Background: an optimization exercise with open tools, aiming at small area, a short achievable clock period and few clock cycles. Do not read the settings as production practice.
Function was checked by simulation only, so behaviour that the tests miss may differ from the original.
No activity file was given, so power comes from the tool's default toggle rates.

===== design/flow/config.mk =====
export PLATFORM = sky130hd
export DESIGN_NAME = topmodule
export DESIGN_NICKNAME = topmodule
export VERILOG_FILES = /design/flow/design.v
export SDC_FILE = /design/flow/constraint.sdc
export NUM_CORES = 4
export LEC_CHECK = 0
export CAP_MARGIN = 20
export CORE_MARGIN = 2
export CORE_UTILIZATION = 40
export PLACE_DENSITY = 0.6
export SLEW_MARGIN = 20

===== design/flow/constraint.sdc =====
create_clock -name core_clock -period 5.5 [get_ports {clk}]
set_input_delay 1.1000 -clock core_clock [delete_from_list [all_inputs] [get_ports {clk}]]
set_output_delay 1.1000 -clock core_clock [all_outputs]
set_load 0.01 [all_outputs]

===== design/flow/design.v =====
`timescale 1ns / 1ps
module topmodule (
    input clk,
    input en,reset,
    output [31:0] imem_addr,
    input  [31:0] imem_rdata,
    output [31:0] dmem_addr,
    output [31:0] dmem_wdata,
    output dmem_we,
    input  [31:0] dmem_rdata,
    output halted
);
    reg [31:0] pc;
    reg [31:0] sp;
    reg        halt_r;
    reg [31:0] regi [1:15];
    reg        v2;           
    reg [31:0] a2;           
    reg [31:0] b2;           
    reg        cin2;         
    reg [31:0] d2;           
    reg [31:0] t2;           
    reg [3:0]  f2;           
    reg [2:0]  c2;           
    reg [4:0]  w2;           
    reg        wen2;         
    reg        ld2, st2, br2, push2, pop2, call2, ret2;
    reg        pred2;        
    reg        retd2;        
    wire [32:0] sum33 = {a2, 1'b1} + {b2, cin2};
    wire [31:0] sum = sum33[32:1];
    reg [31:0] res;
    always @(*) begin
        case (f2)
            4'd0, 4'd1, 4'd9, 4'd10: res = sum;
            4'd2: res = a2 & b2;
            4'd3: res = a2 | b2;
            4'd4: res = a2 ^ b2;
            4'd5: res = ~a2;
            4'd6: res = b2[0] ? {a2[30:0], 1'b0} : a2;
            4'd7: res = b2[0] ? {a2[31], a2[31:1]} : a2;
            4'd8: res = b2[0] ? {1'b0, a2[31:1]} : a2;
            4'd11: res = a2;
            default: res = 32'd0;
        endcase
    end
    reg taken2;
    always @(*) begin
        case (c2)
            3'd7: taken2 = 1'b0;
            3'd0: taken2 = a2[31];
            3'd1: taken2 = ~a2[31];
            3'd2: taken2 = (a2 == 32'd0);
            default: taken2 = 1'b1;
        endcase
    end
    wire        spdec = push2 | call2;
    wire [31:0] spn   = {sp[31:2] + {{29{spdec}}, 1'b1}, sp[1:0]};    
    wire        ldw   = ld2 | pop2;
    wire [31:0] wd2   = ldw ? dmem_rdata : res;
    wire        wr2   = v2 & wen2;
    wire        redirect = v2 & ((br2 & (taken2 ^ pred2)) | (ret2 & ~retd2));
    reg [31:0] sp_d;
    always @(*) begin
        if (wr2 && w2 == 5'd16) sp_d = wd2;
        else if (v2 & (push2 | call2 | pop2 | ret2)) sp_d = spn;
        else sp_d = sp;
    end
    assign dmem_addr  = (ld2 | st2) ? sum : (push2 | call2) ? sp : spn;
    assign dmem_wdata = call2 ? t2 : push2 ? a2 : d2;
    assign dmem_we    = en & v2 & (st2 | push2 | call2);
    assign imem_addr  = pc;
    assign halted     = halt_r;
    wire [31:0] ir = imem_rdata;
    wire [3:0]  op = ir[31:28];
    wire is_alur = (op == 4'd0);
    wire is_alui = (op == 4'd1) || (op == 4'd8);
    wire is_mem  = (op == 4'd2);
    wire is_jmp  = (op == 4'd3);
    wire is_br   = (op == 4'd4);
    wire is_stk  = (op == 4'd5);
    wire is_call = (op == 4'd6);
    wire is_ret  = (op == 4'd7);
    wire is_halt = (op == 4'd9);
    function [31:0] rdreg(input [4:0] r);
        if (r[4]) rdreg = sp_d;
        else if (r[3:0] == 4'd0) rdreg = 32'd0;
        else if (wr2 && w2 == r) rdreg = wd2;
        else rdreg = regi[r[3:0]];
    endfunction
    wire [31:0] ra = rdreg(ir[27:23]);
    wire [31:0] rb = rdreg(ir[22:18]);
    wire [3:0]  f1    = (is_alur | is_alui) ? ir[3:0] : 4'd0;
    wire        use4  = (f1 == 4'd9) | (f1 == 4'd10);
    wire        sub1  = (f1 == 4'd1) | (f1 == 4'd10);
    wire [31:0] imm   = {{18{ir[17]}}, ir[17:4]};
    wire [31:0] bsel  = use4 ? 32'd4 : is_alur ? rb : imm;
    wire [31:0] npc    = {pc[31:2] + 30'd1, pc[1:0]};
    wire [29:0] off    = (is_jmp | is_call) ? {{2{ir[27]}}, ir[27:0]} : {{11{ir[22]}}, ir[22:4]};
    wire [30:0] tgt31  = {pc[31:2], 1'b1} + {off, 1'b1};
    wire [31:0] target = {tgt31[30:1], pc[1:0]};
    wire [4:0]  w1   = is_alur ? ir[17:13] : is_stk ? ir[27:23] : ir[22:18];
    wire        wen1 = is_alur | is_alui | (is_mem & ~ir[0]) | (is_stk & ir[0]);
    wire        stop1 = is_halt & ~redirect;
    wire        bdyn = (ir[2:0] == 3'd0) | (ir[2:0] == 3'd1) | (ir[2:0] == 3'd2);
    wire        pt1  = is_br & (bdyn ? ir[22] : (ir[2:0] != 3'd7));
    wire        rfast = is_ret & ~(ld2 | st2 | push2 | pop2 | call2 | ret2) & ~(wr2 & w2 == 5'd16);    
    always @(posedge clk) begin
        if (reset) begin
            pc <= 32'd0;
            v2 <= 1'b0;
            halt_r <= 1'b0;
        end else if (en && !halt_r) begin
            if (redirect) pc <= ret2 ? dmem_rdata : t2;
            else if (rfast) pc <= dmem_rdata;
            else if (is_jmp | is_call | pt1) pc <= target;
            else if (!is_halt) pc <= npc;
            v2 <= ~redirect & ~is_halt;
            if (stop1) halt_r <= 1'b1;
        end
    end
    always @(posedge clk) begin
        if (en) begin
            a2    <= ra;
            b2    <= sub1 ? ~bsel : bsel;
            cin2  <= sub1;
            d2    <= rb;
            t2    <= (is_call | pt1) ? npc : target;
            pred2 <= pt1;
            retd2 <= rfast;
            f2    <= f1;
            c2    <= ir[2:0];
            w2    <= w1;
            wen2  <= wen1;
            ld2   <= is_mem & ~ir[0];
            st2   <= is_mem & ir[0];
            br2   <= is_br;
            push2 <= is_stk & ~ir[0];
            pop2  <= is_stk & ir[0];
            call2 <= is_call;
            ret2  <= is_ret;
        end
    end
    always @(posedge clk) begin
        if (en && wr2 && w2[4] == 1'b0 && w2[3:0] != 4'd0) regi[w2[3:0]] <= wd2;
    end
    always @(posedge clk) begin
        if (reset) sp <= 32'd900;
        else if (en) sp <= sp_d;
    end
endmodule

===== design/flow/run.sh =====
#!/bin/bash
# synth_recipe.tcl (not shown) runs the flow's synth.tcl, then flattens the netlist and writes it again
# the make line also repeats each setting of config.mk as NAME=value (left out here)
make -C /OpenROAD-flow-scripts/flow DESIGN_CONFIG=/design/flow/config.mk WORK_HOME=/design/flow/orfs CLKGATE_MAP_FILE= SYNTH_SCRIPT=/design/flow/synth_recipe.tcl finish

==> results of run 1 <==
==> Yosys cell counts, types with 19 or more instances <==
master and count:
edfxtp_1 631, nand2_1 394, nor2_1 325, a21oi_1 249
o21ai_0 230, mux4_2 225, mux2i_1 187, clkbuf_1 165
inv_1 126, ha_1 123, xnor2_1 95, dfxtp_1 66
nand3_1 63, buf_2 62, a211oi_1 58, xor2_1 55
nor3_1 53, a21o_1 52, o211ai_1 51, o21ai_1 49
a221oi_1 43, a31oi_1 39, a22oi_1 33, buf_1 29
o22ai_1 29, mux2_2 27, nand2b_1 27, nor2b_1 25
and3_1 21, o21a_1 20, nand4_1 19, o221ai_1 19
==> report_power, final <==
group          leakage [nW]  internal, mW  switching, mW  total (mW)
sequential             6.35          6.08          0.233        6.31
combinational          10.8          1.53           2.57        4.10
clock                  1.28          3.12           2.28        5.40
==> registers in the layout, summed over array words and instances (netlist names), 3 cells and up <==
register / cells
regi: 480
a2: 32
b2: 32
d2: 32
pc: 32
sp: 32
t2: 32
w2: 5
f2: 4
c2: 3
==> per-stage QoR <==
step	cell area (um^2)	TNS [ns]	power [mW]	worst slack, ns	instances
2_1_floorplan	44000	0	8.54	0.0821	3925
3_3_place_gp	48100	-0.0475	10.3	-0.0275	5449
3_5_place_dp	48100	-0.0142	10.3	-0.0142	5449
4_1_cts	50800	-0.226	15.7	-0.0918	5598
5_1_grt	51100	-0.0507	16.2	-0.0297	5606
6_report	51100	0	15.8	0.126	5606
==> final cells by class <==
type | count | area [um^2] | share of cell area
clock buffers | 93 | 2060 | 0.0403
clock inverters | 52 | 564 | 0.0111
inverters | 129 | 484 | 0.00948
multi-input cells | 2831 | 22400 | 0.439
flip-flops and latches | 697 | 20300 | 0.397
well taps | 1414 | 1770 | 0.0346
repair buffers | 390 | 3480 | 0.0682
==> routing by layer <==
metal | GRT usage | vias up
met5 | 0 | -
met4 | 0.144 | 6
met3 | 0.0598 | 455
met2 | 0.462 | 2261
met1 | 0.408 | 18005
li1 | - | 15552
==> kinds of logic after synthesis <==
| group | after synthesis | synth area share |
|---|---|---|
| AOI/OAI and AO/OA | 1056 | 0.159 |
| xor gates and xnor gates | 150 | 0.0299 |
| adders and majority gates | 126 | 0.0364 |
| buffers and inverters | 397 | 0.0371 |
| DFF | 697 | 0.461 |
| muxes | 440 | 0.165 |
| and+or+nand+nor | 1059 | 0.111 |
==> worst min-delay path by stage <==
stage            from     end  slack, ns  depth (start not counted)
2_1_floorplan  sp[26]  sp[26]       0.47                          2
3_3_place_gp    pc[1]   t2[1]       0.48                          0
3_5_place_dp    pc[1]   t2[1]       0.48                          0
4_1_cts         pc[1]   t2[1]       0.49                          0
5_1_grt         pc[1]   t2[1]       0.50                          0
6_report        pc[1]   t2[1]       0.50                          0
==> repair_timing <==
item | in CTS | in global routing
resized for setup | 11 | 49
hold buffers | 0 | 0
cloned | 0 | 2
buffers inserted | 4 | 6
setup endpoints to repair | 11 | 19
pin swaps | 3 | 7
==> impl_metrics.json, run 1 <==
{
  "hold_viol": 0,
  "die_x_um": 335,
  "dr.max_layer_used": "met5",
  "drv_cap": 0,
  "die_y_um": 335,
  "dp_hpwl_um": 124000,
  "timing.critical_path.depth": 13,
  "setup_viol": 0,
  "routabilityCongestion": 1.03,
  "drc_errors": 0,
  "final_cell_mix": "631 x edfxtp_1, 394 x nand2_1, 312 x nor2_1",
  "cp_num_buf_inv": 3,
  "crit_arrival_ns": 4.27,
  "reg2reg_from": "a2[2]",
  "cts_made_buffers": 78,
  "status": "no timing/DRC/antenna violations",
  "worstMarginPinSlew_ns": 1.18,
  "synthArstFlopShare": 0,
  "port_buffers": 164,
  "design.core.area_mm2": 0.109,
  "clk_pin_slew_ns": 0.06,
  "track_usage": 0.301,
  "root_buffer": "clkbuf_16",
  "r2r_end": "pc[27]",
  "yosysTopAreaCellShare": 0.431,
  "maxSlewHeadroom": 0.211,
  "synth_area_mm2": 0.0440,
  "final_core_util": 0.469,
  "synthCells": 3925,
  "critPathMaxFanout": 15,
  "grt_pass1_vias": 34005,
  "drive_gt1_frac": 0.174,
  "cts_max_level": 3,
  "cp-start-kind": "flop",
  "max_freq_mhz": 186,
  "clk_latency_ns": 0.67,
  "synth-edff-count": 631,
  "crit_start": "push2",
  "skew_ns": 0.0561,
  "final.min_clock_period_ns": 5.37,
  "finalCritPeriodShare": 0.977,
  "antenna-diode-count": 0,
  "ant_nets": 0,
  "ys_seq_area_frac": 0.461,
  "path_cells": "or2_4, buf_12, ha_2, a21o_1, a21oi_2, a211oi_4, buf_4, a211o_1, a21oi_1, xnor2_2, mux2i_1, mux2i_1, clkdlybuf4s50_1",
  "met3_length_um": 18800,
  "dieArea_mm2": 0.113,
  "cellPowerDensity_mw_per_mm2": 310,
  "fill_cells": 9843,
  "firstDrtPassIters": 6,
  "endpoint_kind": "output pin",
  "synth_nets": 4118,
  "io_pins": 165,
  "rr_worst_depth": 10,
  "m1WireLength_um": 68000,
  "wl_met2_um": 76900,
  "antenna_found_initial": 4,
  "ys.flop_type": "edfxtp_1",
  "whs_ns": 0.495,
  "synth_cell_types": 109,
  "num_vias": 36279,
  "syn_avg_cell_area_um2": 11.2,
  "final_nets": 4320,
  "rsz0062_at_grt": "true",
  "crit_type": "reg2out",
  "syn_to_final_growth_pct": 16.2,
  "crit_slowest_cell": "clkdlybuf4s50_1",
  "p_leak_nw": 18.5,
  "crit_family": "compound AO/OA/AOI/OAI gates",
  "synth_seq_cells": 697,
  "synth_area_leaders": "edfxtp_1 43%, mux4_2 12%, mux2i_1 4.3%",
  "ys_warn_count": 1,
  "wl_per_cell_um": 31.0,
  "drv_slew": 0,
  "rows": 121,
  "r2r_setup_slack_ns": 0.79,
  "wl_um": 174000,
  "critPathRequiredTime_ns": 4.40,
  "max-vdd-ir-drop_uv": 229,
  "drt-vias-per-instance": 6.47,
  "cts_tree": "done",
  "drt_iter0_drc": 5420,
  "crit_end": "dmem_addr[13]",
  "final_common_cell": "edfxtp_1",
  "clockBufferDepth": 3,
  "crit_top_cell": "mux2i_1",
  "hold_path_class": "reg2reg",
  "cpPeakStageDelay_ns": 0.57,
  "grt_pass1_wl_um": 246000,
  "initial_core_util": 0.404,
  "grt-ovfl-total": 0,
  "yosysTopAreaCell": "edfxtp_1",
  "grt_max_degree": 75,
  "numClockSinks": 697
}
Testbench counts, summed over its fixed seeds: cycles 73,723.
==> inputs of run 2 (changes only) <==
--- a/design/flow/design.v
+++ b/design/flow/design.v
@@ -56,4 +56,4 @@
     end
-    wire        spdec = push2 | call2;
-    wire [31:0] spn   = {sp[31:2] + {{29{spdec}}, 1'b1}, sp[1:0]};    
+    wire [31:0] spp4 = {sp[31:2] + 30'd1, sp[1:0]};
+    wire [31:0] spm4 = {sp[31:2] - 30'd1, sp[1:0]};
     wire        ldw   = ld2 | pop2;
@@ -62,9 +62,5 @@
     wire        redirect = v2 & ((br2 & (taken2 ^ pred2)) | (ret2 & ~retd2));
-    reg [31:0] sp_d;
-    always @(*) begin
-        if (wr2 && w2 == 5'd16) sp_d = wd2;
-        else if (v2 & (push2 | call2 | pop2 | ret2)) sp_d = spn;
-        else sp_d = sp;
-    end
-    assign dmem_addr  = (ld2 | st2) ? sum : (push2 | call2) ? sp : spn;
+    wire [31:0] sp_s = ~v2 ? sp : (push2 | call2) ? spm4 : (pop2 | ret2) ? spp4 : sp;
+    wire [31:0] sp_d = (wr2 && w2 == 5'd16) ? wd2 : sp_s;
+    assign dmem_addr  = (ld2 | st2) ? b2 : (push2 | call2) ? sp : spp4;
     assign dmem_wdata = call2 ? t2 : push2 ? a2 : d2;
@@ -92,2 +88,7 @@
     wire [31:0] rb = rdreg(ir[22:18]);
+    wire [4:0]  rbase = ir[27:23];
+    wire [31:0] base  = rbase[4] ? sp_s : (rbase[3:0] == 4'd0) ? 32'd0 : regi[rbase[3:0]];
+    wire        hazard = is_mem & wr2 & (w2 == rbase);
+    wire [31:0] imm   = {{18{ir[17]}}, ir[17:4]};
+    wire [31:0] addr1 = base + imm;
     wire [3:0]  f1    = (is_alur | is_alui) ? ir[3:0] : 4'd0;
@@ -95,14 +96,13 @@
     wire        sub1  = (f1 == 4'd1) | (f1 == 4'd10);
-    wire [31:0] imm   = {{18{ir[17]}}, ir[17:4]};
     wire [31:0] bsel  = use4 ? 32'd4 : is_alur ? rb : imm;
     wire [31:0] npc    = {pc[31:2] + 30'd1, pc[1:0]};
-    wire [29:0] off    = (is_jmp | is_call) ? {{2{ir[27]}}, ir[27:0]} : {{11{ir[22]}}, ir[22:4]};
-    wire [30:0] tgt31  = {pc[31:2], 1'b1} + {off, 1'b1};
-    wire [31:0] target = {tgt31[30:1], pc[1:0]};
+    wire [30:0] tj31   = {pc[31:2], 1'b1} + {{2{ir[27]}}, ir[27:0], 1'b1};
+    wire [30:0] tb31   = {pc[31:2], 1'b1} + {{11{ir[22]}}, ir[22:4], 1'b1};
+    wire [31:0] tgt_j  = {tj31[30:1], pc[1:0]};
+    wire [31:0] tgt_b  = {tb31[30:1], pc[1:0]};
     wire [4:0]  w1   = is_alur ? ir[17:13] : is_stk ? ir[27:23] : ir[22:18];
     wire        wen1 = is_alur | is_alui | (is_mem & ~ir[0]) | (is_stk & ir[0]);
-    wire        stop1 = is_halt & ~redirect;
     wire        bdyn = (ir[2:0] == 3'd0) | (ir[2:0] == 3'd1) | (ir[2:0] == 3'd2);
     wire        pt1  = is_br & (bdyn ? ir[22] : (ir[2:0] != 3'd7));
-    wire        rfast = is_ret & ~(ld2 | st2 | push2 | pop2 | call2 | ret2) & ~(wr2 & w2 == 5'd16);    
+    wire        rfast = is_ret & ~(ld2 | st2 | push2 | pop2 | call2 | ret2) & ~(wr2 & w2 == 5'd16);
     always @(posedge clk) begin
@@ -114,7 +114,9 @@
             if (redirect) pc <= ret2 ? dmem_rdata : t2;
+            else if (hazard | is_halt) pc <= pc;
             else if (rfast) pc <= dmem_rdata;
-            else if (is_jmp | is_call | pt1) pc <= target;
-            else if (!is_halt) pc <= npc;
-            v2 <= ~redirect & ~is_halt;
-            if (stop1) halt_r <= 1'b1;
+            else if (is_jmp | is_call) pc <= tgt_j;
+            else if (pt1) pc <= tgt_b;
+            else pc <= npc;
+            v2 <= ~redirect & ~is_halt & ~hazard;
+            if (is_halt & ~redirect) halt_r <= 1'b1;
         end
@@ -124,8 +126,6 @@
             a2    <= ra;
-            b2    <= sub1 ? ~bsel : bsel;
+            b2    <= is_mem ? addr1 : sub1 ? ~bsel : bsel;
             cin2  <= sub1;
             d2    <= rb;
-            t2    <= (is_call | pt1) ? npc : target;
-            pred2 <= pt1;
-            retd2 <= rfast;
+            t2    <= (is_call | pt1) ? npc : tgt_b;
             f2    <= f1;
@@ -141,2 +141,4 @@
             ret2  <= is_ret;
+            pred2 <= pt1;
+            retd2 <= rfast;
         end
==> run 2 against run 1 <==
  * Critical path depth increased by 5
  * Synthesized cell count increased by 10%
  * Global-route usage increased by 1.0 points
  * Worst setup slack improved by 0.13 ns
  * Maximum frequency increased by 2.5%
  * Die area increased by 5.8%
  * Sequential power decreased by 0.6%
  * Design area increased by 6.6%
  * Clock skew increased by 0.0046 ns
  * Largest power group unchanged
==> impl_metrics.json, run 2 <==
{
  "status": "no timing/DRC/antenna violations",
  "wl_met2_um": 83000,
  "whs_ns": 0.477,
  "rows": 125,
  "max-vdd-ir-drop_uv": 218,
  "cp_num_buf_inv": 3,
  "port_buffers": 164,
  "ys.flop_type": "edfxtp_1",
  "largest_register_ffs": 480,
  "wl_um": 190000,
  "io_pins": 165,
  "synth_seq_cells": 697,
  "drc_errors": 0,
  "grt_pass1_vias": 37593,
  "endpoint_kind": "flop",
  "maxSlewHeadroom": 0.190,
  "die_y_um": 345,
  "crit_family": "compound AO/OA/AOI/OAI gates",
  "fin_area_mm2": 0.0544,
  "critPathRequiredTime_ns": 5.92,
  "synth-edff-count": 631,
  "grt-ovfl-total": 0,
  "cpPeakStageDelay_ns": 0.53,
  "synth_area_leaders": "edfxtp_1 41%, mux4_2 12%, ha_1 4.3%",
  "wl_per_cell_um": 30.8,
  "root_buffer": "clkbuf_16",
  "m1WireLength_um": 74700,
  "crit_slowest_cell": "mux4_2",
  "clk_latency_ns": 0.69,
  "met3_length_um": 19400,
  "ys_warn_count": 1,
  "worstMarginPinSlew_ns": 1.22,
  "crit_arrival_ns": 5.67,
  "p_leak_nw": 20.0,
  "critPathMaxFanout": 7,
  "cts_hold_buf": 0,
  "track_usage": 0.311,
  "instances_no_fill": 6186,
  "clk_pin_slew_ns": 0.06,
  "dp_cells": 6036,
  "p_total_mw": 15.6,
  "max_freq_mhz": 191,
  "hold_path_class": "reg2reg",
  "dieArea_mm2": 0.119,
  "initial_core_util": 0.402,
  "final_cell_mix": "631 x edfxtp_1, 388 x nand2_1, 357 x nor2_1",
  "clockBufferDepth": 3,
  "final.setup.tns_ns": 0,
  "dr.max_layer_used": "met4",
  "post_cts_buffers": 0,
  "synth_nets": 4556,
  "synth_common_cells": "631 x edfxtp_1, 388 x nand2_1, 371 x nor2_1, 328 x o21ai_0, 306 x a21oi_1",
  "drv_cap": 0,
  "final_nets": 4822,
  "syn_to_final_growth_pct": 16.9,
  "final.min_clock_period_ns": 5.24,
  "path_cells": "clkbuf_8, buf_4, mux4_2, mux4_2, a22o_1, ha_1, fa_1, a211o_1, a21oi_1, o31ai_1, buf_4, a221o_1, nand2_1, a211oi_2, o21ai_0, a21o_1, a21oi_1, a2111oi_1",
  "drive_gt1_frac": 0.176,
  "cts_tree": "done",
  "antenna_found_initial": 5,
  "cellPowerDensity_mw_per_mm2": 286,
  "cp-start-kind": "input port",
  "final_common_cell": "edfxtp_1",
  "skew_ns": 0.0607,
  "post_cts_resized": 0,
  "synth_cell_types": 100,
  "design.core.area_mm2": 0.116,
  "synth_area_mm2": 0.0466,
  "firstDrtPassIters": 6,
  "num_vias": 39918,
  "cts_max_level": 3,
  "ys_seq_area_frac": 0.435,
  "die_x_um": 345,
  "cts_made_buffers": 78,
  "synth.most_common_cell": "edfxtp_1",
  "drt_iter0_drc": 5882,
  "numClockSinks": 697,
  "grt_pass1_wl_um": 271000,
  "synthCells": 4326,
  "yosysTopAreaCellShare": 0.407,
  "ant_nets": 0,
  "postPlaceCellArea_mm2": 0.0516,
  "setup_viol": 0,
  "finalCritPeriodShare": 0.953,
  "dp_hpwl_um": 140000,
  "hold_viol": 0,
  "grt_max_degree": 107,
  "crit_type": "in2reg",
  "routabilityCongestion": 1.05,
  "yosysTopAreaCell": "edfxtp_1",
  "syn_avg_cell_area_um2": 10.8,
  "rsz0062_at_grt": "false",
  "synthArstFlopShare": 0,
  "drt-vias-per-instance": 6.45,
  "drv_slew": 0
}
## run 2: cell count changes after synthesis, moves of 22 or more
cell,change
mux4_2,+29
ha_1,+36
nor3_1,+22
o21ai_0,+98
o21ai_1,-46
inv_1,+35
a22o_1,+33
clkbuf_1,+45
nor2_1,+46
a21oi_1,+57
## run 2: metal layers
layer / vias to the layer above / track usage
met5: - / 0
met4: 0 / 0.181
met3: 462 / 0.0595
met2: 2506 / 0.470
met1: 19737 / 0.418
li1: 17213 / -
## run 2: layout make-up
class,count,area (um^2)
diodes,4,10.0
clock buffers,92,2040
clock inverters,54,714
fillers,10573,61300
inverters,161,604
multi-input cells,3166,24600
flip-flops and latches,697,20300
well taps,1524,1910
repair buffers,488,4230
## run 2: worst paths after layout
kind	start	end	slack, ns	depth (start not counted)
hold / removal	pc[0]	t2[0]	0.48	0
setup reg to reg	sp[2]	b2[31]	0.31	21
setup / recovery	imem_rdata[23]	b2[30]	0.26	18
hold reg to reg	pc[0]	t2[0]	0.48	0
## run 2: cell families after synthesis
family / synth area share
buffers and inverters: 0.0392
XOR/XNOR: 0.0325
adder cells (fa/ha/maj): 0.0445
flip-flops: 0.435
AO/OA/AOI/OAI: 0.166
AND/OR/NAND/NOR: 0.121
multiplexers: 0.162
## run 2: where the power goes
group / internal (mW) / switching (mW) / leakage, nW
clock network: 3.34 / 2.32 / 1.34
logic: 1.41 / 2.24 / 12.3
registers: 6.03 / 0.239 / 6.37
## run 2: worst register-to-register path: stages (launching register included)
cell and delay (ns):
dfxtp_1 0.46, ha_1 0.22, and4_1 0.29, nand4_1 0.38, nor2_1 0.29, a21oi_1 0.09
nand2b_1 0.18, xnor2_1 0.13, buf_4 0.18, a22o_1 0.23, ha_1 0.29, nand3_1 0.08
nor2_1 0.13, nand2b_1 0.06, o21ai_0 0.30, a221oi_1 0.14, buf_4 0.16, o21ai_0 0.45
a21oi_2 0.15, o31ai_1 0.33, xnor2_1 0.13, a221oi_1 0.29
## run 2: stage by stage
| stage | setup WS [ns] | util |
|---|---|---|
| floorplan | -0.0125 | - |
| global placement | -0.358 | 0.446 |
| detailed placement | -0.385 | 0.446 |
| CTS | 0.274 | 0.470 |
| global route | 0.0176 | 0.470 |
| finish | 0.257 | 0.470 |
Testbench counts of run 2, summed over its fixed seeds: cycles 73,737.
==> inputs of run 3 (changes only) <==
==> design/flow/flow/run.sh (new file) <==
#!/bin/bash
# Standard layout (the standard.sh, unchanged synthesis) with extra ORFS
# settings from flow/extra.mk appended to the config: the port buffers are
# plain buffers instead of the default delay-cell buffers.
set -euo pipefail
cat flow/extra.mk >> config.mk
bash standard.sh > standard.log 2>&1
==> design/flow/flow/extra.mk (new file) <==
export BUFFER_PORTS_ARGS = -buffer_cell sky130_fd_sc_hd__buf_2
==> design/flow/standard.sh (new file) <==
#!/bin/bash
# synth_recipe.tcl (not shown) runs the flow's synth.tcl, then flattens the netlist and writes it again
# the make line also repeats each setting of config.mk as NAME=value (left out here)
make -C /OpenROAD-flow-scripts/flow DESIGN_CONFIG=/design/flow/config.mk WORK_HOME=/design/flow/orfs CLKGATE_MAP_FILE= SYNTH_SCRIPT=/design/flow/synth_recipe.tcl "${@:-finish}"
--- a/design/flow/config.mk
+++ b/design/flow/config.mk
@@ -12 +12,2 @@
 export SLEW_MARGIN = 20
+export BUFFER_PORTS_ARGS = -buffer_cell sky130_fd_sc_hd__buf_2
removed: design/flow/run.sh
==> run 3 against run 2 <==
  * Maximum frequency increased by 0.57%
  * Register-to-register slack improved by 0.05 ns
  * Routed wire length fell by 1.1%
  * Critical path depth unchanged
  * Design area shrank 2.0%
  * Clock power fell by 3%
==> impl_metrics.json, run 3 <==
{
  "setup_viol": 0,
  "p_int_mw": 10.5,
  "final.setup.tns_ns": 0,
  "p_sw_mw": 4.79,
  "hold_path_class": "reg2reg",
  "synth_area_leaders": "edfxtp_1 41%, mux4_2 12%, ha_1 4.3%",
  "initial_core_util": 0.402,
  "cts_made_buffers": 79,
  "dieArea_mm2": 0.119,
  "crit_start": "imem_rdata[23]",
  "drive_gt1_frac": 0.201,
  "num_vias": 39278,
  "synth_seq_cells": 697,
  "dp_slack_ns": -0.344,
  "p_seq_frac": 0.411,
  "io_pins": 165,
  "drt-vias-per-instance": 6.40,
  "ant_nets": 0,
  "synth_cell_types": 100,
  "die_y_um": 345,
  "max_freq_mhz": 192,
  "cp-start-kind": "input port",
  "grt-ovfl-total": 0,
  "synth_common_cells": "631 x edfxtp_1, 388 x nand2_1, 371 x nor2_1, 328 x o21ai_0, 306 x a21oi_1",
  "ys_warn_count": 1,
  "port_buffers": 164,
  "max-vdd-ir-drop_uv": 206,
  "post_cts_resized": 0,
  "design.core.area_mm2": 0.116,
  "firstDrtPassIters": 6,
  "track_usage": 0.309,
  "clockBufferDepth": 3,
  "combPwrFrac": 0.230,
  "cp_num_buf_inv": 3,
  "grt_max_degree": 119,
  "clockPowerShare": 0.359,
  "synth.most_common_cell": "edfxtp_1",
  "synthArstFlopShare": 0,
  "drt_iter0_drc": 5215,
  "critPathRequiredTime_ns": 5.94,
  "yosysTopAreaCell": "edfxtp_1",
  "cts_hold_buf": 0,
  "synth_area_mm2": 0.0466,
  "cpPeakStageDelay_ns": 0.51,
  "largest_register_ffs": 480,
  "crit_type": "in2reg",
  "status": "no timing/DRC/antenna violations",
  "worstMarginPinSlew_ns": 1.28,
  "final_common_cell": "edfxtp_1",
  "reg2reg_from": "sp[2]",
  "final_core_util": 0.461,
  "syn_avg_cell_area_um2": 10.8,
  "clk_pin_slew_ns": 0.06,
  "syn_to_final_growth_pct": 14.6,
  "drv_slew": 0,
  "die_x_um": 345,
  "maxSlewHeadroom": 0.137,
  "synth-edff-count": 631,
  "synthCells": 4326,
  "p_leak_nw": 19.9,
  "antenna_found_initial": 4,
  "final_nets": 4781,
  "crit_end": "b2[30]",
  "p_total_mw": 15.3,
  "post_cts_buffers": 0,
  "numClockSinks": 697,
  "r2r_end": "b2[29]",
  "rr_worst_depth": 20,
  "finalCritPeriodShare": 0.948,
  "endpoint_kind": "flop",
  "grt_pass1_vias": 37414,
  "root_buffer": "clkbuf_16",
  "wl_per_cell_um": 30.7,
  "rsz0062_at_grt": "false",
  "fin_ws_ns": 0.286,
  "clk_latency_ns": 0.68,
  "crit_family": "compound AO/OA/AOI/OAI gates",
  "switching_share": 0.314,
  "dp_hpwl_um": 140000,
  "routabilityCongestion": 1.01,
  "grt_pass1_wl_um": 269000,
  "cellPowerDensity_mw_per_mm2": 286,
  "ys.flop_type": "edfxtp_1",
  "critPathMaxFanout": 7,
  "cts_tree": "done",
  "crit_arrival_ns": 5.65,
  "cts_max_level": 3,
  "final.min_clock_period_ns": 5.21,
  "timing.critical_path.depth": 18,
  "ys_seq_area_frac": 0.435,
  "drv_cap": 0,
  "hold_viol": 0,
  "yosysTopAreaCellShare": 0.407,
  "r2r_setup_slack_ns": 0.36,
  "path_cells": "buf_8, buf_4, mux4_2, mux4_2, a22o_1, ha_1, fa_1, a211o_1, a21oi_1, o31ai_1, a221o_1, nand2_1, a211oi_1, buf_4, o21ai_0, a21o_1, a21oi_1, a2111oi_1",
  "crit_slowest_cell": "mux4_2",
  "wl_um": 188000,
  "skew_ns": 0.0432,
  "rows": 125,
  "synth_nets": 4556,
  "final_cell_mix": "631 x edfxtp_1, 388 x nand2_1, 356 x nor2_1",
  "whs_ns": 0.479,
  "drc_errors": 0
}
## run 3: cell counts after synthesis
No cell type changed its count.
## run 3: power groups by stage
stage	Clock, mW	Sequential (mW)	Combinational, mW
floorplan	0	6.26	2.08
global placement	0	6.36	3.40
detailed placement	0	6.36	3.41
CTS	5.54	6.25	3.42
global route	5.76	6.27	3.72
finish	5.48	6.27	3.51
## run 3: cell families (layout without fill, tap and decap cells)
logic type	count (synthesis)	count (layout)	share of synthesized area
AND/OR/NAND/NOR	1200	1200	0.121
buffers and inverters	463	752	0.0392
XOR/XNOR	173	173	0.0325
adder cells (fa/ha/maj)	163	163	0.0445
multiplexers	432	432	0.162
flip-flops	697	697	0.435
AO/OA/AOI/OAI	1198	1198	0.166
other	0	1	0
## run 3: per-stage QoR
| step | cell area, um^2 | cells |
|---|---|---|
| global placement | 50600 | 5994 |
| CTS | 53300 | 6139 |
| global route | 53300 | 6139 |
| detailed placement | 50600 | 5994 |
| finish | 53400 | 6140 |
| floorplan | 46600 | 4326 |
## run 3: how the worst min path moves through the flow
stage / from / to / cells past startpoint
floorplan: sp[31] / sp[31] / 2
global placement: pc[0] / t2[0] / 0
detailed placement: pc[1] / t2[1] / 0
CTS: pc[0] / t2[0] / 0
global route: pc[0] / t2[0] / 0
finish: pc[0] / t2[0] / 0
## run 3: layout make-up
class,count,area (um^2)
Fill cell,10656,62400
Multi-Input combinational cell,3166,24600
Sequential cell,697,20300
Timing Repair Buffer,446,3250
Clock buffer,95,2110
Tap cell,1524,1910
Inverter,161,604
Clock inverter,50,579
Antenna cell,1,2.50
## run 3: routing by layer
metal | share of wire | vias up | track usage
met1 | 0.40 | 19489 | 0.414
met5 | 0.000058 | - | 0
met4 | 0.065 | 2 | 0.173
met2 | 0.44 | 2234 | 0.470
li1 | - | 17117 | -
met3 | 0.093 | 436 | 0.0588
==> inputs of run 4 (changes only) <==
--- a/design/flow/design.v
+++ b/design/flow/design.v
@@ -20,10 +20,6 @@
     reg        cin2;         
-    reg [31:0] d2;           
-    reg [31:0] t2;           
     reg [3:0]  f2;           
-    reg [2:0]  c2;           
     reg [4:0]  w2;           
     reg        wen2;         
-    reg        ld2, st2, br2, push2, pop2, call2, ret2;
-    reg        pred2;        
+    reg        ld2, st2, push2, pop2, call2, ret2;
     reg        retd2;        
@@ -46,12 +42,2 @@
     end
-    reg taken2;
-    always @(*) begin
-        case (c2)
-            3'd7: taken2 = 1'b0;
-            3'd0: taken2 = a2[31];
-            3'd1: taken2 = ~a2[31];
-            3'd2: taken2 = (a2 == 32'd0);
-            default: taken2 = 1'b1;
-        endcase
-    end
     wire [31:0] spp4 = {sp[31:2] + 30'd1, sp[1:0]};
@@ -61,3 +47,3 @@
     wire        wr2   = v2 & wen2;
-    wire        redirect = v2 & ((br2 & (taken2 ^ pred2)) | (ret2 & ~retd2));
+    wire        redirect = v2 & ret2 & ~retd2;
     wire [31:0] sp_s = ~v2 ? sp : (push2 | call2) ? spm4 : (pop2 | ret2) ? spp4 : sp;
@@ -65,3 +51,3 @@
     assign dmem_addr  = (ld2 | st2) ? b2 : (push2 | call2) ? sp : spp4;
-    assign dmem_wdata = call2 ? t2 : push2 ? a2 : d2;
+    assign dmem_wdata = call2 ? b2 : a2;
     assign dmem_we    = en & v2 & (st2 | push2 | call2);
@@ -104,4 +90,13 @@
     wire        wen1 = is_alur | is_alui | (is_mem & ~ir[0]) | (is_stk & ir[0]);
-    wire        bdyn = (ir[2:0] == 3'd0) | (ir[2:0] == 3'd1) | (ir[2:0] == 3'd2);
-    wire        pt1  = is_br & (bdyn ? ir[22] : (ir[2:0] != 3'd7));
+    reg taken1;
+    always @(*) begin
+        case (ir[2:0])
+            3'd7: taken1 = 1'b0;
+            3'd0: taken1 = ra[31];
+            3'd1: taken1 = ~ra[31];
+            3'd2: taken1 = (ra == 32'd0);
+            default: taken1 = 1'b1;
+        endcase
+    end
+    wire        pt1  = is_br & taken1;
     wire        rfast = is_ret & ~(ld2 | st2 | push2 | pop2 | call2 | ret2) & ~(wr2 & w2 == 5'd16);
@@ -113,3 +108,3 @@
         end else if (en && !halt_r) begin
-            if (redirect) pc <= ret2 ? dmem_rdata : t2;
+            if (redirect) pc <= dmem_rdata;
             else if (hazard | is_halt) pc <= pc;
@@ -125,9 +120,6 @@
         if (en) begin
-            a2    <= ra;
-            b2    <= is_mem ? addr1 : sub1 ? ~bsel : bsel;
+            a2    <= (is_mem & ir[0]) ? rb : ra;
+            b2    <= is_mem ? addr1 : is_call ? npc : sub1 ? ~bsel : bsel;
             cin2  <= sub1;
-            d2    <= rb;
-            t2    <= (is_call | pt1) ? npc : tgt_b;
             f2    <= f1;
-            c2    <= ir[2:0];
             w2    <= w1;
@@ -136,3 +128,2 @@
             st2   <= is_mem & ir[0];
-            br2   <= is_br;
             push2 <= is_stk & ~ir[0];
@@ -141,3 +132,2 @@
             ret2  <= is_ret;
-            pred2 <= pt1;
             retd2 <= rfast;
==> design/flow/run.sh (new file) <==
#!/bin/bash
# synth_recipe.tcl (not shown) runs the flow's synth.tcl, then flattens the netlist and writes it again
# the make line also repeats each setting of config.mk as NAME=value (left out here)
make -C /OpenROAD-flow-scripts/flow DESIGN_CONFIG=/design/flow/config.mk WORK_HOME=/design/flow/orfs CLKGATE_MAP_FILE= SYNTH_SCRIPT=/design/flow/synth_recipe.tcl finish
--- a/design/flow/config.mk
+++ b/design/flow/config.mk
@@ -12,2 +12 @@
 export SLEW_MARGIN = 20
-export BUFFER_PORTS_ARGS = -buffer_cell sky130_fd_sc_hd__buf_2
removed: design/flow/flow/run.sh
removed: design/flow/flow/extra.mk
removed: design/flow/standard.sh
==> run 4 against run 3 <==
  * Critical endpoint is now pc[3]
  * Routed wire length is 6.3% higher
  * The layout now fails its checks (negative setup slack)
  * Clock skew is 0.0053 ns lower
  * Clock-buffer cell count is 10 lower
  * Design area is 2.8% higher
  * Highest routed layer unchanged
==> impl_metrics.json, run 4 <==
{
  "worstMarginPinSlew_ns": 1.10,
  "critPathMaxFanout": 14,
  "syn_to_final_growth_pct": 23.3,
  "p_total_mw": 14.3,
  "so_faults": "negative setup slack",
  "cts_made_buffers": 70,
  "dp_hpwl_um": 152000,
  "grt_pass1_wl_um": 280000,
  "syn_avg_cell_area_um2": 10.3,
  "antenna-diode-count": 0,
  "clockBufferDepth": 3,
  "synth_area_leaders": "edfxtp_1 38%, mux4_2 10%, ha_1 4.4%",
  "port_buffers": 164,
  "synth_cell_types": 104,
  "r2r_setup_slack_ns": -0.04,
  "synth-edff-count": 562,
  "yosysTopAreaCell": "edfxtp_1",
  "synth_nets": 4553,
  "instances_no_fill": 6461,
  "track_usage": 0.342,
  "hold_viol": 0,
  "max-vdd-ir-drop_uv": 214,
  "critPathRequiredTime_ns": 6.08,
  "die_x_um": 337,
  "worstHoldStart": "sp[3]",
  "whs_path_depth": 2,
  "fill_cells": 10248,
  "wl_um": 200000,
  "grt-ovfl-total": 0,
  "grt_max_degree": 68,
  "final_nets": 5146,
  "status": "finished with violations",
  "num_vias": 41250,
  "setup_viol": 3,
  "root_buffer": "clkbuf_16",
  "rows": 122,
  "die_y_um": 337,
  "drive_gt1_frac": 0.229,
  "synth_common_cells": "562 x edfxtp_1, 390 x nand2_1, 382 x nor2_1, 305 x a21oi_1, 287 x o21ai_0",
  "ys.flop_type": "edfxtp_1",
  "r2r_end": "pc[3]",
  "initial_core_util": 0.403,
  "largest_register_ffs": 480,
  "grt_pass1_vias": 38232,
  "finalCritPeriodShare": 1.01,
  "crit_type": "reg2reg",
  "fin_ws_ns": -0.0414,
  "wl_per_cell_um": 31.0,
  "firstDrtPassIters": 7,
  "multi_input_area_mm2": 0.0249,
  "skew_ns": 0.0379,
  "synth.most_common_cell": "edfxtp_1",
  "synthCells": 4326,
  "min_to": "sp[3]",
  "drt-vias-per-instance": 6.38,
  "max_freq_mhz": 180,
  "drv_cap": 0,
  "ys_seq_area_frac": 0.409,
  "antenna_found_initial": 4,
  "synth_area_mm2": 0.0445,
  "rsz0062_at_grt": "true",
  "drv_slew": 0,
  "drc_errors": 0,
  "clk_pin_slew_ns": 0.06,
  "cp-start-kind": "flop",
  "reg2reg_from": "f2[3]",
  "hold_path_class": "reg2reg",
  "final.min_clock_period_ns": 5.54,
  "regArea_mm2": 0.0182,
  "synth_seq_cells": 628,
  "yosysTopAreaCellShare": 0.379,
  "p_leak_nw": 20.6,
  "cts_max_level": 3,
  "numClockSinks": 628,
  "final_common_cell": "buf_4",
  "cellPowerDensity_mw_per_mm2": 261,
  "dieArea_mm2": 0.114,
  "synthArstFlopShare": 0,
  "cts_tree": "done",
  "io_pins": 165,
  "maxSlewHeadroom": 0.266,
  "clk_latency_ns": 0.67,
  "rr_worst_depth": 19,
  "ant_nets": 0,
  "ys_warn_count": 1,
  "routabilityCongestion": 1.07,
  "crit_arrival_ns": 6.12,
  "design.core.area_mm2": 0.111,
  "endpoint_kind": "flop",
  "dp_cells": 6301,
  "drt_iter0_drc": 5480,
  "final_cell_mix": "641 x buf_4, 562 x edfxtp_1, 390 x nand2_1"
}
-- run 4: changes by cell type after synthesis, sizes merged, moves of 33 or more --
cell    before  now
mux4       255  198
a211oi      57  112
o21ai      332  292
edfxtp     631  562
inv        161  128
-- run 4: cell families (layout without fill, tap and decap cells) --
group / Yosys count / count (layout) / synth area share
simple gates: 1268 / 1268 / 0.136
xor+xnor: 190 / 190 / 0.0374
fa+ha+maj: 160 / 160 / 0.0457
mux: 405 / 405 / 0.147
compound gates: 1227 / 1227 / 0.182
buf+inv: 448 / 1095 / 0.0427
flops: 628 / 628 / 0.409
-- run 4: routing by layer --
metal | vias to the layer above | track usage | routed length [um]
li1 | 17838 | - | -
met3 | 557 | 0.0566 | 18400
met5 | - | 0 | 67
met1 | 20306 | 0.448 | 77900
met4 | 4 | 0.215 | 15400
met2 | 2545 | 0.530 | 88300
-- run 4: through the flow --
step	setup TNS, ns	worst slack (ns)	utilization	hold slack [ns]	instance area (um^2)
after floorplan	0	0.00705	-	0.473	44700
after global placement	-15.26	-0.577	0.471	0.541	52100
after detailed placement	-16.83	-0.718	0.471	0.534	52100
after CTS	0	0.00937	0.492	0.541	54300
after global routing	-0.00776	-0.00776	0.496	0.561	54800
final	-0.0490	-0.0414	0.496	0.549	54800
-- run 4: worst max-delay path, stage by stage (launching register included) --
cell,delay (ns)
edfxtp_1,0.57
buf_4,0.31
nor2_1,0.23
a22oi_1,0.24
nor2_1,0.09
o41ai_2,0.48
buf_4,0.19
a31oi_1,0.13
a222oi_1,0.47
nand4b_1,0.34
nor4_1,0.27
buf_4,0.15
nand4b_1,0.09
or4_4,0.59
o21ai_4,0.34
clkbuf_16,0.23
buf_4,0.11
mux2i_1,0.06
a211o_1,0.31
a311oi_2,0.23
-- run 4: what timing repair did --
item                       4_1_cts  5_1_grt
resized for setup                6       53
hold buffers                     0        0
setup buffers                    1       30
gates cloned                     0        3
setup endpoints to repair       29       29
pin swaps                        2       31
-- run 4: how the worst max path moves through the flow --
| stage | from | end | slack, ns | cells past startpoint |
|---|---|---|---|---|
| 2_1_floorplan | imem_rdata[23] | b2[31] | 0.007 | 24 |
| 3_3_place_gp | imem_rdata[23] | pc[10] | -0.58 | 18 |
| 3_5_place_dp | imem_rdata[23] | pc[17] | -0.72 | 18 |
| 4_1_cts | b2[0] | pc[17] | 0.009 | 19 |
| 5_1_grt | f2[3] | pc[19] | -0.008 | 18 |
| 6_report | f2[3] | pc[3] | -0.04 | 19 |
-- run 4: power by group --
part           total [mW]  internal [mW]  switching [mW]
combinational        4.11           1.65            2.47
sequential           5.55           5.39           0.162
clock                4.65           2.59            2.06
total                14.3           9.63            4.69
-- run 4: area by class of cell --
| type | instances | area share |
|---|---|---|
| Multi-Input combinational cell | 3250 | 0.455 |
| Inverter | 129 | 0.00883 |
| Clock buffer | 85 | 0.0341 |
| Clock inverter | 41 | 0.00623 |
| Timing Repair Buffer | 840 | 0.130 |
| Tap cell | 1488 | 0.0340 |
| Sequential cell | 628 | 0.332 |
Testbench counts of run 4, summed over its fixed seeds: cycles 72,631.
==> inputs of run 5 (changes only) <==
--- a/design/flow/config.mk
+++ b/design/flow/config.mk
@@ -11,2 +11,3 @@
 export PLACE_DENSITY = 0.6
+export SETUP_SLACK_MARGIN = 0.8
 export SLEW_MARGIN = 20
==> run 5 against run 4 <==
  * Now clean on timing, DRC and antenna
  * Synthesized cell count unchanged
  * Sequential cell count is the same
  * Critical path depth increased by 2
  * Maximum frequency grew 7.1%
  * Non-clock buffer count grew 31
  * Combinational power up 6.3%
  * Register-to-register slack better by 0.37 ns
  * Clock skew is 0.0024 ns lower
  * Power rose by 4.3%
  * First-iteration DRC count is 1.8% lower
  * Routed wire length grew 0.90%
  * Sequential power about the same
  * Largest cell class unchanged
  * Highest routed layer unchanged
==> impl_metrics.json, run 5 <==
{
  "drt_iter0_drc": 5380,
  "dp_slack_ns": -0.339,
  "drt-vias-per-instance": 6.35,
  "drv_cap": 0,
  "clk_latency_ns": 0.67,
  "rsz0062_at_grt": "true",
  "synth_area_mm2": 0.0445,
  "synth-edff-count": 562,
  "synthArstFlopShare": 0,
  "drive_gt1_frac": 0.267,
  "synth_area_leaders": "edfxtp_1 38%, mux4_2 10%, ha_1 4.4%",
  "cts_max_level": 3,
  "fin_area_mm2": 0.0567,
  "clk_pin_slew_ns": 0.06,
  "clockBufferDepth": 3,
  "fill_cells": 10053,
  "wl_um": 202000,
  "hold_path_class": "reg2reg",
  "cellPowerDensity_mw_per_mm2": 264,
  "cpPeakStageDelay_ns": 0.57,
  "p_total_mw": 14.9,
  "dieArea_mm2": 0.114,
  "rows": 122,
  "initial_core_util": 0.403,
  "final.min_clock_period_ns": 5.18,
  "final_nets": 5178,
  "grt_max_degree": 120,
  "synth_seq_cells": 628,
  "crit_arrival_ns": 5.76,
  "ant_nets": 0,
  "firstDrtPassIters": 6,
  "drc_errors": 0,
  "wl_per_cell_um": 31.1,
  "design.core.area_mm2": 0.111,
  "drv_slew": 0,
  "endpoint_kind": "flop",
  "max_freq_mhz": 193,
  "skew_ns": 0.0355,
  "syn_to_final_growth_pct": 27.4,
  "postPlaceCellArea_mm2": 0.0518,
  "ys.flop_type": "edfxtp_1",
  "track_usage": 0.346,
  "cts_tree": "done",
  "syn_avg_cell_area_um2": 10.3,
  "synth_cell_types": 104,
  "grt-ovfl-total": 0,
  "worstMarginPinSlew_ns": 1.09,
  "critPathMaxFanout": 5,
  "crit_slowest_cell": "or4_4",
  "die_y_um": 337,
  "final.setup.tns_ns": 0,
  "yosysTopAreaCellShare": 0.379,
  "final_common_cell": "buf_4",
  "max-vdd-ir-drop_uv": 287,
  "port_buffers": 164,
  "cp_num_buf_inv": 6,
  "cts_made_buffers": 71,
  "synthCells": 4326,
  "synth.most_common_cell": "edfxtp_1",
  "grt_pass1_vias": 39104,
  "hold_viol": 0,
  "finalCritPeriodShare": 0.941,
  "numClockSinks": 628,
  "fin_ws_ns": 0.325,
  "critPathRequiredTime_ns": 6.08,
  "crit_family": "compound AO/OA/AOI/OAI gates",
  "multi_input_area_mm2": 0.0259,
  "maxSlewHeadroom": 0.273,
  "crit_type": "reg2reg",
  "num_vias": 41251,
  "yosysTopAreaCell": "edfxtp_1",
  "root_buffer": "clkbuf_16",
  "p_leak_nw": 21.2,
  "routabilityCongestion": 1.06,
  "regArea_mm2": 0.0182,
  "largest_register_ffs": 480,
  "final_cell_mix": "625 x buf_4, 562 x edfxtp_1, 381 x nand2_1",
  "grt_pass1_wl_um": 284000,
  "synth_common_cells": "562 x edfxtp_1, 390 x nand2_1, 382 x nor2_1, 305 x a21oi_1, 287 x o21ai_0",
  "cp-start-kind": "flop",
  "ys_seq_area_frac": 0.409,
  "synth_nets": 4553,
  "die_x_um": 337,
  "dp_hpwl_um": 150000,
  "io_pins": 165,
  "path_cells": "inv_1, ha_4, and3_1, o21a_1, a211o_1, a2111o_1, nand2_2, buf_4, o21a_1, nor3_1, o32ai_1, buf_4, o221ai_4, or4_4, buf_6, o21ai_4, buf_6, buf_12, mux2_2, o31ai_2, a31o_2",
  "setup_viol": 0,
  "antenna_found_initial": 6,
  "status": "no timing/DRC/antenna violations",
  "ys_warn_count": 1
}
[run 5: what timing repair did]
item	4_1_cts	5_1_grt
buffers inserted	64	34
endpoints found under the setup margin	49	51
cloned	6	2
hold buffers	0	0
resized for setup	156	171
pin swaps	71	83
[run 5: metal layers]
layer | wire, um | GRT usage
met1 | 78000 | 0.445
met2 | 90100 | 0.536
met3 | 19300 | 0.0699
met4 | 14500 | 0.215
met5 | 57 | 0
[run 5: area by class of cell]
type | instances | share of cell area
clock inverters | 47 | 0.00985
inverters | 129 | 0.00855
diodes | 4 | 0.000177
clock buffers | 81 | 0.0335
flip-flops and latches | 628 | 0.321
well taps | 1488 | 0.0329
repair buffers | 871 | 0.137
multi-input cells | 3250 | 0.457
[run 5: final timing paths]
path | start | endpoint | slack, ns | cells after the start
max | b2[19] | pc[21] | 0.32 | 21
min | v2 | v2 | 0.53 | 2
max reg2reg | b2[19] | pc[21] | 0.32 | 21
min reg2reg | v2 | v2 | 0.53 | 2
[run 5: cell families after synthesis]
| logic type | share of synthesized area |
|---|---|
| buffers and inverters | 0.0427 |
| flip-flops | 0.409 |
| AO/OA/AOI/OAI | 0.182 |
| adder cells (fa/ha/maj) | 0.0457 |
| multiplexers | 0.147 |
| XOR/XNOR | 0.0374 |
| AND/OR/NAND/NOR | 0.136 |
[run 5: worst min-delay path, cell delays in order, from the launching register on]
cell and delay [ns]:
dfxtp_1 0.35, nand2_1 0.07, a21oi_1 0.06
[run 5: power breakdown]
group	total [mW]	internal [mW]	switching [mW]	leakage, nW
clock	5.01	2.90	2.12	1.19
combinational	4.37	1.80	2.57	14.3
sequential	5.55	5.39	0.165	5.68
total	14.9	10.1	4.85	21.2
[run 5: metrics by stage]
stage | instances | hold slack [ns] | util
finish | 6498 | 0.526 | 0.513
global route | 6494 | 0.554 | 0.513
CTS | 6458 | 0.515 | 0.503
detailed placement | 6260 | 0.504 | 0.469
global placement | 6260 | 0.500 | 0.469
floorplan | 4326 | 0.473 | -
==> inputs of run 6 (changes only) <==
--- a/design/flow/design.v
+++ b/design/flow/design.v
@@ -24,2 +24,5 @@
     reg        ld2, st2, push2, pop2, call2, ret2;
+    reg        br2;          
+    reg        pred2;        
+    reg [2:0]  c2;           
     reg        retd2;        
@@ -47,3 +50,11 @@
     wire        wr2   = v2 & wen2;
-    wire        redirect = v2 & ret2 & ~retd2;
+    reg taken2;
+    always @(*) begin
+        case (c2)
+            3'd0: taken2 = a2[31];
+            3'd1: taken2 = ~a2[31];
+            default: taken2 = (a2 == 32'd0);
+        endcase
+    end
+    wire        redirect = v2 & ((ret2 & ~retd2) | (br2 & (taken2 ^ pred2)));
     wire [31:0] sp_s = ~v2 ? sp : (push2 | call2) ? spm4 : (pop2 | ret2) ? spp4 : sp;
@@ -75,4 +86,5 @@
     wire [4:0]  rbase = ir[27:23];
-    wire [31:0] base  = rbase[4] ? sp_s : (rbase[3:0] == 4'd0) ? 32'd0 : regi[rbase[3:0]];
-    wire        hazard = is_mem & wr2 & (w2 == rbase);
+    wire [31:0] base  = rbase[4] ? sp : (rbase[3:0] == 4'd0) ? 32'd0 : regi[rbase[3:0]];
+    wire        fwd_a = (wr2 & (w2 == rbase)) | (rbase[4] & v2 & (push2 | pop2 | call2 | ret2));
+    wire        hazard = is_mem & fwd_a;
     wire [31:0] imm   = {{18{ir[17]}}, ir[17:4]};
@@ -90,2 +102,3 @@
     wire        wen1 = is_alur | is_alui | (is_mem & ~ir[0]) | (is_stk & ir[0]);
+    wire        bdyn = (ir[2:0] == 3'd0) | (ir[2:0] == 3'd1) | (ir[2:0] == 3'd2);
     reg taken1;
@@ -94,5 +107,5 @@
             3'd7: taken1 = 1'b0;
-            3'd0: taken1 = ra[31];
-            3'd1: taken1 = ~ra[31];
-            3'd2: taken1 = (ra == 32'd0);
+            3'd0: taken1 = base[31];
+            3'd1: taken1 = ~base[31];
+            3'd2: taken1 = (base == 32'd0);
             default: taken1 = 1'b1;
@@ -100,3 +113,4 @@
     end
-    wire        pt1  = is_br & taken1;
+    wire        bpred = is_br & bdyn & fwd_a;
+    wire        pt1  = is_br & (bpred ? ir[22] : taken1);
     wire        rfast = is_ret & ~(ld2 | st2 | push2 | pop2 | call2 | ret2) & ~(wr2 & w2 == 5'd16);
@@ -108,3 +122,3 @@
         end else if (en && !halt_r) begin
-            if (redirect) pc <= dmem_rdata;
+            if (redirect) pc <= ret2 ? dmem_rdata : b2;
             else if (hazard | is_halt) pc <= pc;
@@ -121,3 +135,7 @@
             a2    <= (is_mem & ir[0]) ? rb : ra;
-            b2    <= is_mem ? addr1 : is_call ? npc : sub1 ? ~bsel : bsel;
+            b2    <= is_mem ? addr1 : (is_call | (bpred & ir[22])) ? npc : bpred ? tgt_b :
+                     sub1 ? ~bsel : bsel;
+            br2   <= bpred;
+            pred2 <= ir[22];
+            c2    <= ir[2:0];
             cin2  <= sub1;
==> design/flow/flow/run.sh (new file) <==
#!/bin/bash
# Standard layout (the standard.sh, unchanged synthesis) with extra ORFS
# settings from flow/extra.mk appended to the config: the port buffers are
# plain buffers instead of the default delay-cell buffers.
set -euo pipefail
cat flow/extra.mk >> config.mk
bash standard.sh > standard.log 2>&1
==> design/flow/flow/extra.mk (new file) <==
export BUFFER_PORTS_ARGS = -buffer_cell sky130_fd_sc_hd__buf_2
==> design/flow/standard.sh (new file) <==
#!/bin/bash
# synth_recipe.tcl (not shown) runs the flow's synth.tcl, then flattens the netlist and writes it again
# the make line also repeats each setting of config.mk as NAME=value (left out here)
make -C /OpenROAD-flow-scripts/flow DESIGN_CONFIG=/design/flow/config.mk WORK_HOME=/design/flow/orfs CLKGATE_MAP_FILE= SYNTH_SCRIPT=/design/flow/synth_recipe.tcl "${@:-finish}"
--- a/design/flow/config.mk
+++ b/design/flow/config.mk
@@ -11,3 +11,4 @@
 export PLACE_DENSITY = 0.6
-export SETUP_SLACK_MARGIN = 0.8
+export SETUP_SLACK_MARGIN = 0.3
 export SLEW_MARGIN = 20
+export BUFFER_PORTS_ARGS = -buffer_cell sky130_fd_sc_hd__buf_2
removed: design/flow/run.sh
==> run 6 against run 5 <==
  * Worst setup slack improved by 0.081 ns
  * Design area fell by 9.3%
  * Register-to-register slack improved by 0.08 ns
  * Critical path depth fell by 7
  * Clock skew fell by 0.0064 ns
  * Routed wire length rose by 5.9%
  * Utilization fell by 4.9 points
  * Clock-buffer cell count rose by 15
  * Clock power fell by 4.4%
  * Final cell count fell by 5.0%
  * Synthesized cell count rose by 1.1%
  * Largest cell class unchanged
  * Largest power group unchanged
==> impl_metrics.json, run 6 <==
{
  "status": "no timing/DRC/antenna violations",
  "r2r_end": "b2[9]",
  "cellPowerDensity_mw_per_mm2": 275,
  "rsz0062_at_grt": "false",
  "p_leak_nw": 19.1,
  "combPwrFrac": 0.261,
  "drv_slew": 0,
  "path_cells": "inv_1, fa_1, nand2b_1, a21oi_1, o21ai_0, o21ai_1, xor2_1, a21oi_1, o21ai_1, mux2_2, a22oi_1, buf_4, mux2i_1, o21ai_0",
  "multi_input_area_mm2": 0.0249,
  "crit_start": "a2[0]",
  "grt_pass1_vias": 39003,
  "initial_core_util": 0.404,
  "synthCells": 4373,
  "dieArea_mm2": 0.115,
  "dp_slack_ns": 0.0901,
  "final.setup.tns_ns": 0,
  "p_total_mw": 14.1,
  "synth_seq_cells": 633,
  "yosysTopAreaCell": "edfxtp_1",
  "synth_cell_types": 84,
  "hold_viol": 0,
  "max_freq_mhz": 196,
  "cts_made_buffers": 73,
  "critPathRequiredTime_ns": 5.87,
  "ant_nets": 0,
  "crit_slowest_cell": "o21ai_1",
  "antenna_found_initial": 12,
  "skew_ns": 0.0291,
  "clk_latency_ns": 0.67,
  "rows": 122,
  "fill_cells": 10357,
  "final_cell_mix": "567 x edfxtp_1, 412 x nand2_1, 335 x nor2_1",
  "dp_hpwl_um": 162000,
  "synth_common_cells": "567 x edfxtp_1, 412 x nand2_1, 348 x nor2_1, 323 x o21ai_0, 294 x a21oi_1",
  "p_seq_frac": 0.399,
  "port_buffers": 164,
  "final_common_cell": "edfxtp_1",
  "fin_ws_ns": 0.406,
  "synth.most_common_cell": "edfxtp_1",
  "ys_seq_area_frac": 0.410,
  "grt_pass1_wl_um": 300000,
  "numClockSinks": 633,
  "firstDrtPassIters": 8,
  "drive_gt1_frac": 0.186,
  "final.min_clock_period_ns": 5.09,
  "crit_family": "compound AO/OA/AOI/OAI gates",
  "routabilityCongestion": 1.04,
  "regArea_mm2": 0.0183,
  "die_y_um": 338,
  "max-vdd-ir-drop_uv": 224,
  "worstMarginPinSlew_ns": 1.16,
  "clk_pin_slew_ns": 0.06,
  "yosysTopAreaCellShare": 0.381,
  "crit_arrival_ns": 5.46,
  "clockPowerShare": 0.340,
  "hold_path_class": "reg2reg",
  "grt_max_degree": 78,
  "switching_share": 0.335,
  "whs_ns": 0.597,
  "wl_um": 214000,
  "endpoint_kind": "flop",
  "drt_iter0_drc": 6136,
  "ys.flop_type": "edfxtp_1",
  "final_core_util": 0.464,
  "track_usage": 0.363,
  "setup_viol": 0,
  "cts_max_level": 3,
  "timing.critical_path.depth": 14,
  "finalCritPeriodShare": 0.926,
  "root_buffer": "clkbuf_16",
  "num_vias": 41221,
  "p_int_mw": 9.39,
  "ys_warn_count": 1,
  "synth_area_leaders": "edfxtp_1 38%, mux4_2 9.3%, mux2i_1 5.1%",
  "synth_nets": 4600,
  "cp-start-kind": "flop",
  "synth-edff-count": 567,
  "cts_tree": "done",
  "critPathMaxFanout": 5,
  "final_nets": 4854,
  "grt-ovfl-total": 0,
  "wl_per_cell_um": 34.7,
  "io_pins": 165,
  "cpPeakStageDelay_ns": 0.78,
  "p_sw_mw": 4.73,
  "largest_register_ffs": 480,
  "clockBufferDepth": 3,
  "drv_cap": 0,
  "syn_to_final_growth_pct": 14.9,
  "design.core.area_mm2": 0.111,
  "synth_area_mm2": 0.0447,
  "die_x_um": 338,
  "drc_errors": 0,
  "cts_hold_buf": 0,
  "rr_worst_depth": 14,
  "reg2reg_from": "a2[0]",
  "drt-vias-per-instance": 6.68,
  "synthArstFlopShare": 0,
  "syn_avg_cell_area_um2": 10.2,
  "cp_num_buf_inv": 2,
  "crit_end": "b2[9]",
  "crit_type": "reg2reg",
  "r2r_setup_slack_ns": 0.41,
  "maxSlewHeadroom": 0.216
}
## run 6: worst min path at each step
stage / start / end / cells after the start
finish: halt_r / halt_r / 2
global route: pc[1] / pc[1] / 2
CTS: halt_r / halt_r / 2
detailed placement: halt_r / halt_r / 2
global placement: halt_r / halt_r / 2
floorplan: sp[0] / sp[0] / 2
## run 6: power by group through the flow
stage	Combinational (mW)	Sequential [mW]	Clock [mW]
detailed placement	3.55	5.72	0
floorplan	2.01	5.62	0
global route	3.85	5.63	5.00
finish	3.69	5.64	4.79
global placement	3.55	5.72	0
CTS	3.57	5.62	4.82
## run 6: cells by family after synthesis
group / share of synthesized area
flops: 0.410
simple gates: 0.123
xor+xnor: 0.0376
fa+ha+maj: 0.0454
mux: 0.156
buf+inv: 0.0380
compound gates: 0.190
## run 6: layer usage
metal,routed length [um],GRT usage,vias to the layer above
li1,-,-,17458
met1,82400,0.475,20440
met2,94800,0.561,2711
met3,21200,0.0632,596
met4,15400,0.219,16
met5,97,0,-
## run 6: area by class of cell
class	instances	area share
Clock inverter	35	0.00626
Inverter	125	0.00913
Timing Repair Buffer	481	0.0694
Clock buffer	96	0.0380
Multi-Input combinational cell	3313	0.484
Tap cell	1488	0.0362
Antenna cell	1	0.0000487
Sequential cell	633	0.357
## run 6: timing repair
action	4_1_cts	5_1_grt
resized for setup	0	1
endpoints found under the setup margin	0	1
setup buffers	0	0
## run 6: tightest hold or removal path, delay by kind of cell, from the launching register on
| family | cells | cell delay [ns] |
|---|---|---|
| and+or+nand+nor | 1 | 0.08 |
| DFF | 1 | 0.41 |
| AOI/OAI and AO/OA | 1 | 0.07 |
## run 6: metrics by stage
stage / instance area, um^2 / std cells
2_1_floorplan: 44700 / 4373
3_3_place_gp: 49100 / 6039
4_1_cts: 51400 / 6170
5_1_grt: 51400 / 6171
3_5_place_dp: 49100 / 6039
6_report: 51400 / 6172
Testbench counts of run 6, summed over its fixed seeds: cycles 73,073.

-- what the ideal ports hide --
No port has a modelled driver above. Below, the same layouts with a new extraction and two added sets of constraints. Step 1 sets driving cells, clkbuf_16 on the clock port and buf_2 on the other inputs (assumed; they add their load-dependent delay and slew). Step 2, shift: input delay + t, output delay - t, t = (earliest + latest rising clock arrival at the registers) / 2. This alone moves slack from input paths to output paths. a / b / c = ideal / step 1 / step 2; a / b = the first two.
| run | t, ns | setup slack, ns | slew at the worst register clock pin (ns) | worst slew at a driven data input, ns |
|---|---|---|---|---|
| run 1 | 0.710 | 0.126 / 0.055 / -0.136 | 0.07 / 0.07 | 0.09 |
| run 2 | 0.726 | 0.257 / 0.238 / -0.489 | 0.07 / 0.07 | 0.11 |
| run 3 | 0.734 | 0.286 / 0.261 / -0.472 | 0.07 / 0.07 | 0.09 |
| run 4 | 0.722 | -0.041 / -0.041 / -0.511 | 0.07 / 0.07 | 0.08 |
| run 5 | 0.724 | 0.325 / 0.325 / -0.253 | 0.07 / 0.07 | 0.13 |
| run 6 | 0.728 | 0.406 / 0.406 / 0.010 | 0.06 / 0.06 | 0.10 |
Met with ideal ports but missed after step 2: setup timing in run 1, run 2, run 3 and run 5. For run 3, which loses most, drivers alone change the setup slack by -0.025 ns; drivers and shift together by -0.758 ns.
